Background: an optimization exercise with open tools, aiming at a short achievable clock period and few clock cycles. Do not read the settings as production practice.
In this exercise RTL edits were held to simulation tests only and were not proved equivalent to the original.
The clock port is modelled as an ideal driver, which makes a skipped or thinned clock tree look cheaper than it is; a real chip needs a root buffer or a tree.
Power figures rest on the tool's default switching activity, not on a simulated workload.

onyx:
Design mem_readout_top_2, start of the top module:
module mem_readout_top_2(
    input clk,
    input reset,
    input wire [2:0] BX,
    input [6:0] clk_cnt,
    input [2:0] BX_pipe,
    input [5:0] number_in1,
    output [5:0] read_add1,
    input [43:0] input_L1L2_1,
    input [5:0] number_in2,
    output [5:0] read_add2,
    input [43:0] input_L1L2_2,
    input [5:0] number_in3,
    output [5:0] read_add3,
    input [43:0] input_L1L2_3,
    input [5:0] number_in4,
    output [5:0] read_add4,
    input [43:0] input_L1L2_4,
    input [5:0] number_in5,
    output [5:0] read_add5,
    input [43:0] input_L3L4_1,
    input [5:0] number_in6,
    output [5:0] read_add6,
    input [43:0] input_L3L4_2,
    input [5:0] number_in7,
    output [5:0] read_add7,
    input [43:0] input_L3L4_3,
    input [5:0] number_in8,
    output [5:0] read_add8,
    input [43:0] input_L3L4_4,
    input [5:0] number_in9,
    output [5:0] read_add9,
    input [43:0] input_L5L6_1,
    input [5:0] number_in10,
    output [5:0] read_add10,
    input [43:0] input_L5L6_2,
    input [5:0] number_in11,
    output [5:0] read_add11,
    input [43:0] input_L5L6_3,
    input [5:0] number_in12,
    output [5:0] read_add12,
    input [43:0] input_L5L6_4,
    output reg [47:0] mem_dat_stream,
    output reg valid,
    output reg send_BX,
    output reg none
);
==> flow/config.mk <==
export PLATFORM = sky130hd
export DESIGN_NAME = mem_readout_top_2
export DESIGN_NICKNAME = mem_readout_top_2
export VERILOG_FILES = /design/flow/design.v
export SDC_FILE = /design/flow/constraint.sdc
export NUM_CORES = 4
export LEC_CHECK = 0
export ABC_CLOCK_PERIOD_IN_PS = 1300
export CAP_MARGIN = 20
export CORE_AREA = 6 6 264 264
export DIE_AREA = 0 0 270 270
export PLACE_DENSITY = 0.6
export SETUP_SLACK_MARGIN = 2.0
export SLEW_MARGIN = 20
==> flow/constraint.sdc <==
create_clock -name core_clock -period 3.0 [get_ports {clk}]
set_input_delay 0.6000 -clock core_clock [delete_from_list [all_inputs] [get_ports {clk}]]
set_output_delay 0.6000 -clock core_clock [all_outputs]
set_load 0.01 [all_outputs]
standard.sh (not shown) runs the stock make flow with config.mk's settings and CLKGATE_MAP_FILE= SYNTH_SCRIPT=/design/flow/synth_recipe.tcl, a recipe that flattens the netlist after the stock synthesis.
==> flow/flow/run.sh <==
#!/bin/bash
# Standard ORFS layout with five changes:
# - synthesis and the resizer do not use the slow 3- and 4-input OR and
#   4-input NOR cells (added to the platform's don't-use list);
# - the ports get plain buffers that the resizer may size freely (instead
#   of delay cells of a fixed footprint);
# - the output word's pins are kept together on the top edge
#   (flow/pre_io.tcl, hooked in before ORFS's pin placement);
# - registers that drive only an output port are placed at its pin before
#   global placement and released before detailed placement
#   (flow/pre_gpl.tcl, flow/pre_dpl.tcl);
# - the clock tree is built by flow/mytree.tcl, hooked in before ORFS's CTS
#   step.
# Tool output goes to standard.log.
DONT_USE="$(cat flow/dont_use.txt)"
bash standard.sh PRE_CTS_TCL="$PWD/flow/pre_cts.tcl" \
  PRE_IO_PLACEMENT_TCL="$PWD/flow/pre_io.tcl" \
  PRE_GLOBAL_PLACE_TCL="$PWD/flow/pre_gpl.tcl" \
  PRE_DETAIL_PLACE_TCL="$PWD/flow/pre_dpl.tcl" \
  BUFFER_PORTS_ARGS="-buffer_cell sky130_fd_sc_hd__buf_4" \
  MATCH_CELL_FOOTPRINT=0 DONT_USE_CELLS="$DONT_USE" finish > standard.log 2>&1
==> flow/flow/pre_cts.tcl <==
# Replaces ORFS's clock tree synthesis with the two-level tree of mytree.tcl:
# clock port -> 4 root buffers -> 24 leaf buffers -> flip-flops.
set ::env(MT_NROOT) 4
set ::env(MT_NLEAF) 24
source [file join [file dirname [info script]] mytree.tcl]
proc clock_tree_synthesis {args} {
  puts "clock_tree_synthesis skipped: the tree was built by mytree.tcl"
}
set_propagated_clock [all_clocks]
==> flow/flow/pre_dpl.tcl <==
# Lets detailed placement legalize the output registers that
# flow/pre_gpl.tcl kept in place during global placement.
set n 0
foreach inst [[ord::get_db_block] getInsts] {
  if {[$inst getPlacementStatus] eq "FIRM" && [[$inst getMaster] isSequential]} {
    $inst setPlacementStatus PLACED
    incr n
  }
}
puts "pre_dpl: released $n output registers"
==> flow/flow/pre_gpl.tcl <==
# Places each register that drives only an output port next to that port's
# pin and keeps it there during global placement, so that the register, its
# port buffer and the pin are close together.
set block [ord::get_db_block]
set core [$block getCoreArea]
set cx0 [$core xMin]; set cy0 [$core yMin]; set cx1 [$core xMax]; set cy1 [$core yMax]
set moved 0
foreach bt [$block getBTerms] {
  if {[$bt getIoType] != "OUTPUT"} continue
  set net [$bt getNet]
  if {$net eq "NULL" || [llength [$net getITerms]] != 1} continue
  set it [lindex [$net getITerms] 0]
  set ff [$it getInst]
  if {![[$ff getMaster] isSequential]} continue
  set bb [$bt getBBox]
  set px [expr {([$bb xMin] + [$bb xMax]) / 2}]
  set py [expr {([$bb yMin] + [$bb yMax]) / 2}]
  set w [[$ff getMaster] getWidth]; set h [[$ff getMaster] getHeight]
  set x [expr {min(max($px - $w / 2, $cx0), $cx1 - $w)}]
  set y [expr {min(max($py - $h / 2, $cy0), $cy1 - $h)}]
  $ff setLocation $x $y
  $ff setPlacementStatus FIRM
  incr moved
}
puts "pre_gpl: placed $moved output registers at their pins"
==> flow/flow/pre_io.tcl <==
# Keeps the output word's pins together on the top edge, so that the output
# registers and their port buffers sit next to their pins.
set names {valid none send_BX}
for {set b 0} {$b < 48} {incr b} { lappend names "mem_dat_stream\[$b\]" }
set_io_pin_constraint -pin_names $names -region top:40-230
Other scripts of this flow, unchanged in this note and not shown: flow/flow/dont_use.txt, flow/flow/mytree.tcl
onyx completed end to end with timing, DRC and antenna clean.
Testbench counts of onyx, summed over its fixed seeds: cycles 29,813.
diff inputs: onyx => quartz
==> flow/flow/run.sh <==
#!/bin/bash
# Standard ORFS layout with four changes:
# - synthesis and the resizer do not use the slow 3- and 4-input OR and
#   4-input NOR cells (added to the platform's don't-use list);
# - the ports get plain buffers that the resizer may size freely (instead
#   of delay cells of a fixed footprint);
# - the output word's pins are kept together on the top edge
#   (flow/pre_io.tcl, hooked in before ORFS's pin placement);
# - the clock tree is built by flow/mytree.tcl, hooked in before ORFS's CTS
#   step.
# Tool output goes to standard.log.
DONT_USE="$(cat flow/dont_use.txt)"
bash standard.sh PRE_CTS_TCL="$PWD/flow/pre_cts.tcl" \
  PRE_IO_PLACEMENT_TCL="$PWD/flow/pre_io.tcl" \
  BUFFER_PORTS_ARGS="-buffer_cell sky130_fd_sc_hd__buf_4" \
  MATCH_CELL_FOOTPRINT=0 DONT_USE_CELLS="$DONT_USE" finish > standard.log 2>&1
==> flow/flow/pre_cts.tcl <==
# Replaces ORFS's clock tree synthesis with the two-level tree of mytree.tcl:
# clock port -> 4 root buffers (buf_16) -> 24 leaf buffers -> flip-flops.
set ::env(MT_NROOT) 4
set ::env(MT_NLEAF) 24
set ::env(MT_RBUF) sky130_fd_sc_hd__buf_16
source [file join [file dirname [info script]] mytree.tcl]
proc clock_tree_synthesis {args} {
  puts "clock_tree_synthesis skipped: the tree was built by mytree.tcl"
}
set_propagated_clock [all_clocks]
removed: flow/flow/pre_dpl.tcl
removed: flow/flow/pre_gpl.tcl
## What came out
Final number of max-transition violations came out exactly the same in quartz and onyx. Diff onyx -> quartz | relative contribution of the clock network to total power | increase of 0.9 points. Of quartz and onyx, the lower smallest setup slack after layout belongs to onyx. In the reports for quartz and onyx, the larger power density normalized to cell area belongs to quartz. Lower met2 track demand over resource in global routing among quartz and onyx: quartz. Delta (quartz minus onyx): clock power has increased, worst voltage drop across the vdd grid has increased, post-route fraction of the period consumed by the critical path has decreased, normalized max-slew margin has decreased. Average size of a mapped cell came out exactly the same in quartz and onyx.
### quartz -> juniper
Settings: changing SETUP_SLACK_MARGIN from 2.0 to 1.8; changing PLACE_DENSITY from 0.6 to 0.8.
==> flow/flow/run.sh <==
#!/bin/bash
# Standard ORFS layout with three changes:
# - synthesis and the resizer do not use the slow 3- and 4-input OR and
#   4-input NOR cells (added to the platform's don't-use list);
# - the ports get plain buffers that the resizer may size freely (instead
#   of delay cells of a fixed footprint);
# - the clock tree is built by flow/mytree.tcl, hooked in before ORFS's CTS
#   step.
# Tool output goes to standard.log.
DONT_USE="$(cat flow/dont_use.txt)"
bash standard.sh PRE_CTS_TCL="$PWD/flow/pre_cts.tcl" \
  BUFFER_PORTS_ARGS="-buffer_cell sky130_fd_sc_hd__buf_4" \
  MATCH_CELL_FOOTPRINT=0 DONT_USE_CELLS="$DONT_USE" finish > standard.log 2>&1
==> flow/flow/pre_cts.tcl <==
# Replaces ORFS's clock tree synthesis with the two-level tree of mytree.tcl:
# clock port -> 4 root buffers -> 24 leaf buffers -> flip-flops.
set ::env(MT_NROOT) 4
set ::env(MT_NLEAF) 24
source [file join [file dirname [info script]] mytree.tcl]
proc clock_tree_synthesis {args} {
  puts "clock_tree_synthesis skipped: the tree was built by mytree.tcl"
}
set_propagated_clock [all_clocks]
removed: flow/flow/pre_io.tcl
[summary]
- Cmp quartz and juniper / number of inverters outside the clock class in the layout / lower: quartz
- Diff quartz -> juniper | number of antenna violations at the first check in global routing | increase of about 15%
- In the final reports, the cell area of juniper is smaller than that of quartz.
- Combinational share of power down 0.9 points in juniper wrt quartz
- Max first-pass GRT wire length across quartz and juniper: juniper
#### Input delta (pepper over juniper)
Settings: a change of SETUP_SLACK_MARGIN from 1.8 to 2.0; a change of PLACE_DENSITY from 0.8 to 0.6.
==> flow/flow/run.sh <==
#!/bin/bash
# Standard ORFS layout with five changes:
# - synthesis and the resizer do not use the slow 3- and 4-input OR and
#   4-input NOR cells (added to the platform's don't-use list);
# - the ports get plain buffers that the resizer may size freely (instead
#   of delay cells of a fixed footprint);
# - the output word's pins are kept together on the top edge
#   (flow/pre_io.tcl, hooked in before ORFS's pin placement);
# - registers that drive only an output port's buffer are moved next to it
#   before detailed placement (flow/pre_dpl.tcl);
# - the clock tree is built by flow/mytree.tcl, hooked in before ORFS's CTS
#   step.
# Tool output goes to standard.log.
DONT_USE="$(cat flow/dont_use.txt)"
bash standard.sh PRE_CTS_TCL="$PWD/flow/pre_cts.tcl" \
  PRE_IO_PLACEMENT_TCL="$PWD/flow/pre_io.tcl" \
  PRE_DETAIL_PLACE_TCL="$PWD/flow/pre_dpl.tcl" \
  BUFFER_PORTS_ARGS="-buffer_cell sky130_fd_sc_hd__buf_4" \
  MATCH_CELL_FOOTPRINT=0 DONT_USE_CELLS="$DONT_USE" finish > standard.log 2>&1
==> flow/flow/pre_dpl.tcl (new file) <==
# Moves each register that drives only an output port's buffer next to
# that buffer (detailed placement then legalizes it).
set block [ord::get_db_block]
set moved 0
foreach bt [$block getBTerms] {
  if {[$bt getIoType] != "OUTPUT"} continue
  set net [$bt getNet]
  set buf ""
  foreach it [$net getITerms] { if {[$it isOutputSignal]} { set buf [$it getInst] } }
  if {$buf eq ""} continue
  set a [$buf findITerm A]
  if {$a eq "NULL"} continue
  set n2 [$a getNet]
  if {$n2 eq "NULL" || [llength [$n2 getITerms]] != 2} continue
  set ff ""
  foreach it [$n2 getITerms] { if {[$it isOutputSignal]} { set ff [$it getInst] } }
  if {$ff eq "" || ![[$ff getMaster] isSequential]} continue
  lassign [$buf getLocation] bx by
  $ff setLocation $bx $by
  incr moved
}
puts "pre_dpl: moved $moved output registers next to their port buffers"
==> flow/flow/pre_io.tcl (new file) <==
# Keeps the output word's pins together on the top edge, so that the output
# registers and their port buffers sit next to their pins.
set names {valid none send_BX}
for {set b 0} {$b < 48} {incr b} { lappend names "mem_dat_stream\[$b\]" }
set_io_pin_constraint -pin_names $names -region top:40-230
Results
- Routed wire length: juniper and pepper compared, higher one is juniper
- Routed wire length on met2 sits lower in pepper than in juniper.
- juniper ended up with fewer cell instances than pepper did.
- Re overall power consumption: juniper and pepper aren't equal, and the lower value belongs to juniper.
- Compared with juniper, pepper shows a worst path setup slack after routing that is 0.037 ns higher.
Edits applied to the flow inputs when going from pepper to indigo:
Settings: ABC_CLOCK_PERIOD_IN_PS now 1000, was 1300.
==> flow/flow/run.sh <==
#!/bin/bash
# Standard ORFS layout with four changes:
# - synthesis and the resizer do not use the slow 3- and 4-input OR and
#   4-input NOR cells (added to the platform's don't-use list);
# - the ports get plain buffers that the resizer may size freely (instead
#   of delay cells of a fixed footprint);
# - the output word's pins are kept together on the top edge
#   (flow/pre_io.tcl, hooked in before ORFS's pin placement);
# - the clock tree is built by flow/mytree.tcl, hooked in before ORFS's CTS
#   step.
# Tool output goes to standard.log.
DONT_USE="$(cat flow/dont_use.txt)"
bash standard.sh PRE_CTS_TCL="$PWD/flow/pre_cts.tcl" \
  PRE_IO_PLACEMENT_TCL="$PWD/flow/pre_io.tcl" \
  BUFFER_PORTS_ARGS="-buffer_cell sky130_fd_sc_hd__buf_4" \
  MATCH_CELL_FOOTPRINT=0 DONT_USE_CELLS="$DONT_USE" finish > standard.log 2>&1
removed: flow/flow/pre_dpl.tcl
==> comparison <==
- indigo: all stages complete, timing, DRC and antenna checks passed
- Taking pepper as the reference, in indigo total area of multi-input combinational cells now sits lower, minimum clock period went down by 0.016 ns, final worst-path cycle share fell by 0.52 points, total routing resource utilization after global routing now sits at about the same level, final instance area lower.
- In indigo, the global-route wire length before repair came out 590 um below the value in pepper.
- The combinational power on pepper is in line with that on indigo.
The inputs of xenon differ from those of indigo as listed below.
Settings: swapping 6 6 264 264 for 6 6 250 250 in CORE_AREA; swapping 2.0 for 1.8 in SETUP_SLACK_MARGIN; swapping 0 0 270 270 for 0 0 256 256 in DIE_AREA; swapping 1000 for 1300 in ABC_CLOCK_PERIOD_IN_PS.
==> flow/flow/run.sh <==
#!/bin/bash
# Standard ORFS layout with three changes:
# - synthesis and the resizer do not use the slow 3- and 4-input OR and
#   4-input NOR cells (added to the platform's don't-use list);
# - the ports get plain buffers that the resizer may size freely (instead
#   of delay cells of a fixed footprint);
# - the clock tree is built by flow/mytree.tcl, hooked in before ORFS's CTS
#   step.
# Tool output goes to standard.log.
DONT_USE="$(cat flow/dont_use.txt)"
bash standard.sh PRE_CTS_TCL="$PWD/flow/pre_cts.tcl" \
  BUFFER_PORTS_ARGS="-buffer_cell sky130_fd_sc_hd__buf_4" \
  MATCH_CELL_FOOTPRINT=0 DONT_USE_CELLS="$DONT_USE" finish > standard.log 2>&1
removed: flow/flow/pre_io.tcl
## What came out
Taking indigo as the reference, in xenon clock power lower; share of power burned in combinational logic down 1.4 points. xenon -> indigo: number of buffers added on ports delta 0, exact match. Taking indigo as the reference, in xenon biggest cell delay along the critical path rose 0.45 ns, critical path data required time rose 0.80 ns.
No run of this note takes its clock network from TritonCTS; it comes from the design's own scripts or RTL.

========
== wip/garnet ==
mem_readout_top_2, a different RTL version from the one above (not shown whole).
For scale: about 1700 cells after synthesis, ~740 I/O pins.
==> flow/design.v (excerpt) <==
module mem_readout_top_2(
    input clk,
    input reset,
    input wire [2:0] BX,
    input [6:0] clk_cnt,
    input [2:0] BX_pipe,
    input [5:0] number_in1,
    output [5:0] read_add1,
    input [43:0] input_L1L2_1,
    input [5:0] number_in2,
    output [5:0] read_add2,
    input [43:0] input_L1L2_2,
    input [5:0] number_in3,
    output [5:0] read_add3,
    input [43:0] input_L1L2_3,
    input [5:0] number_in4,
    output [5:0] read_add4,
    input [43:0] input_L1L2_4,
    input [5:0] number_in5,
    output [5:0] read_add5,
    input [43:0] input_L3L4_1,
    input [5:0] number_in6,
    output [5:0] read_add6,
    input [43:0] input_L3L4_2,
    input [5:0] number_in7,
    output [5:0] read_add7,
    input [43:0] input_L3L4_3,
    input [5:0] number_in8,
    output [5:0] read_add8,
    input [43:0] input_L3L4_4,
    input [5:0] number_in9,
    output [5:0] read_add9,
    input [43:0] input_L5L6_1,
    input [5:0] number_in10,
    output [5:0] read_add10,
    input [43:0] input_L5L6_2,
    input [5:0] number_in11,
    output [5:0] read_add11,
    input [43:0] input_L5L6_3,
    input [5:0] number_in12,
    output [5:0] read_add12,
    input [43:0] input_L5L6_4,
    output reg [47:0] mem_dat_stream,
    output reg valid,
    output reg send_BX,
    output reg none
);
Settings: LEC_CHECK=0, ABC_CLOCK_PERIOD_IN_PS=1300, CAP_MARGIN=20, CORE_AREA=6 6 264 264, DIE_AREA=0 0 270 270, PLACE_DENSITY=0.6, SETUP_SLACK_MARGIN=1.6, SLEW_MARGIN=20; clock period 3.0 ns.
==> flow/flow/run.sh <==
#!/bin/bash
# Standard ORFS layout with two changes: the ports get plain buffers that
# the resizer may size freely (instead of delay cells of a fixed footprint),
# and the clock tree is built by flow/mytree.tcl, hooked in before ORFS's CTS
# step. Tool output goes to standard.log.
bash standard.sh PRE_CTS_TCL="$PWD/flow/pre_cts.tcl" \
  BUFFER_PORTS_ARGS="-buffer_cell sky130_fd_sc_hd__buf_4" \
  MATCH_CELL_FOOTPRINT=0 finish > standard.log 2>&1
Other scripts of this flow, unchanged in this note and not shown: flow/flow/mytree.tcl, flow/flow/pre_cts.tcl
In summary, wip/garnet completed successfully, with a layout that passed the timing, design-rule and antenna checks.
Testbench counts of wip/garnet, summed over its fixed seeds: cycles 29,813.
> inputs changed (wip/garnet -> wip/ember)
--- a/flow/config.mk
+++ b/flow/config.mk
@@ -11,4 +11,4 @@
 export DIE_AREA = 0 0 270 270
 export PLACE_DENSITY = 0.6
-export SETUP_SLACK_MARGIN = 1.6
+export SETUP_SLACK_MARGIN = 1.8
 export SLEW_MARGIN = 20
Findings:
wip/ember: all stages complete, timing, DRC and antenna checks passed. The final reports for wip/ember and wip/garnet show routed length on met3 lower in the former. The final reports for wip/ember and wip/garnet show final core utilization higher in the former. Lower maximum vdd drop goes to wip/ember over wip/garnet. Relative to wip/garnet, the fraction of final layout cells with drive strength greater than 1 of wip/ember is higher by 8.8 points. Diff wip/garnet -> wip/ember | clock period minus worst slack | decrease of 0.030 ns. Relative to wip/garnet, final weighted congestion in routability-driven placement decreased by about 2.2% in wip/ember.
No run of this note takes its clock network from TritonCTS; it comes from the design's own scripts or RTL.

-- what the ideal ports hide --
Ports are ideal in the flow. The routed layouts listed here were re-timed in OpenROAD.
Step 1 sets driving cells, clkbuf_16 on the clock port and buf_2 on the other inputs (assumed; they add their load-dependent delay and slew).
Step 2 also shifts input and output timing later by t, the mid clock arrival at the registers, as if the neighbouring blocks saw the same clock.
a / b / c = no drivers / after step 1 / after step 2; a / b = the first two.
| run | t, ns | slack for setup (ns) | worst data-port slew with drivers (ns) | pins driven straight from the clock port |
|---|---|---|---|---|
| onyx | 0.463 | 1.463 / 1.433 / 1.253 | 0.28 | 4 |
| quartz | 0.455 | 1.537 / 1.438 / 1.305 | 0.29 | 4 |
| juniper | 0.502 | 1.491 / 1.355 / 1.321 | 0.31 | 4 |
| pepper | 0.468 | 1.528 / 1.419 / 1.293 | 0.29 | 4 |
| indigo | 0.463 | 1.544 / 1.434 / 1.328 | 0.27 | 4 |
| xenon | 0.464 | 1.444 / 1.370 / 1.147 | 0.31 | 4 |
| wip/garnet | 0.482 | 1.392 / 1.355 / 1.157 | 0.30 | 4 |
| wip/ember | 0.488 | 1.421 / 1.356 / 1.200 | 0.28 | 4 |
After both steps setup and hold are still met in every run listed. For xenon, which loses most, drivers alone change the setup slack by -0.074 ns; drivers and shift together by -0.297 ns.
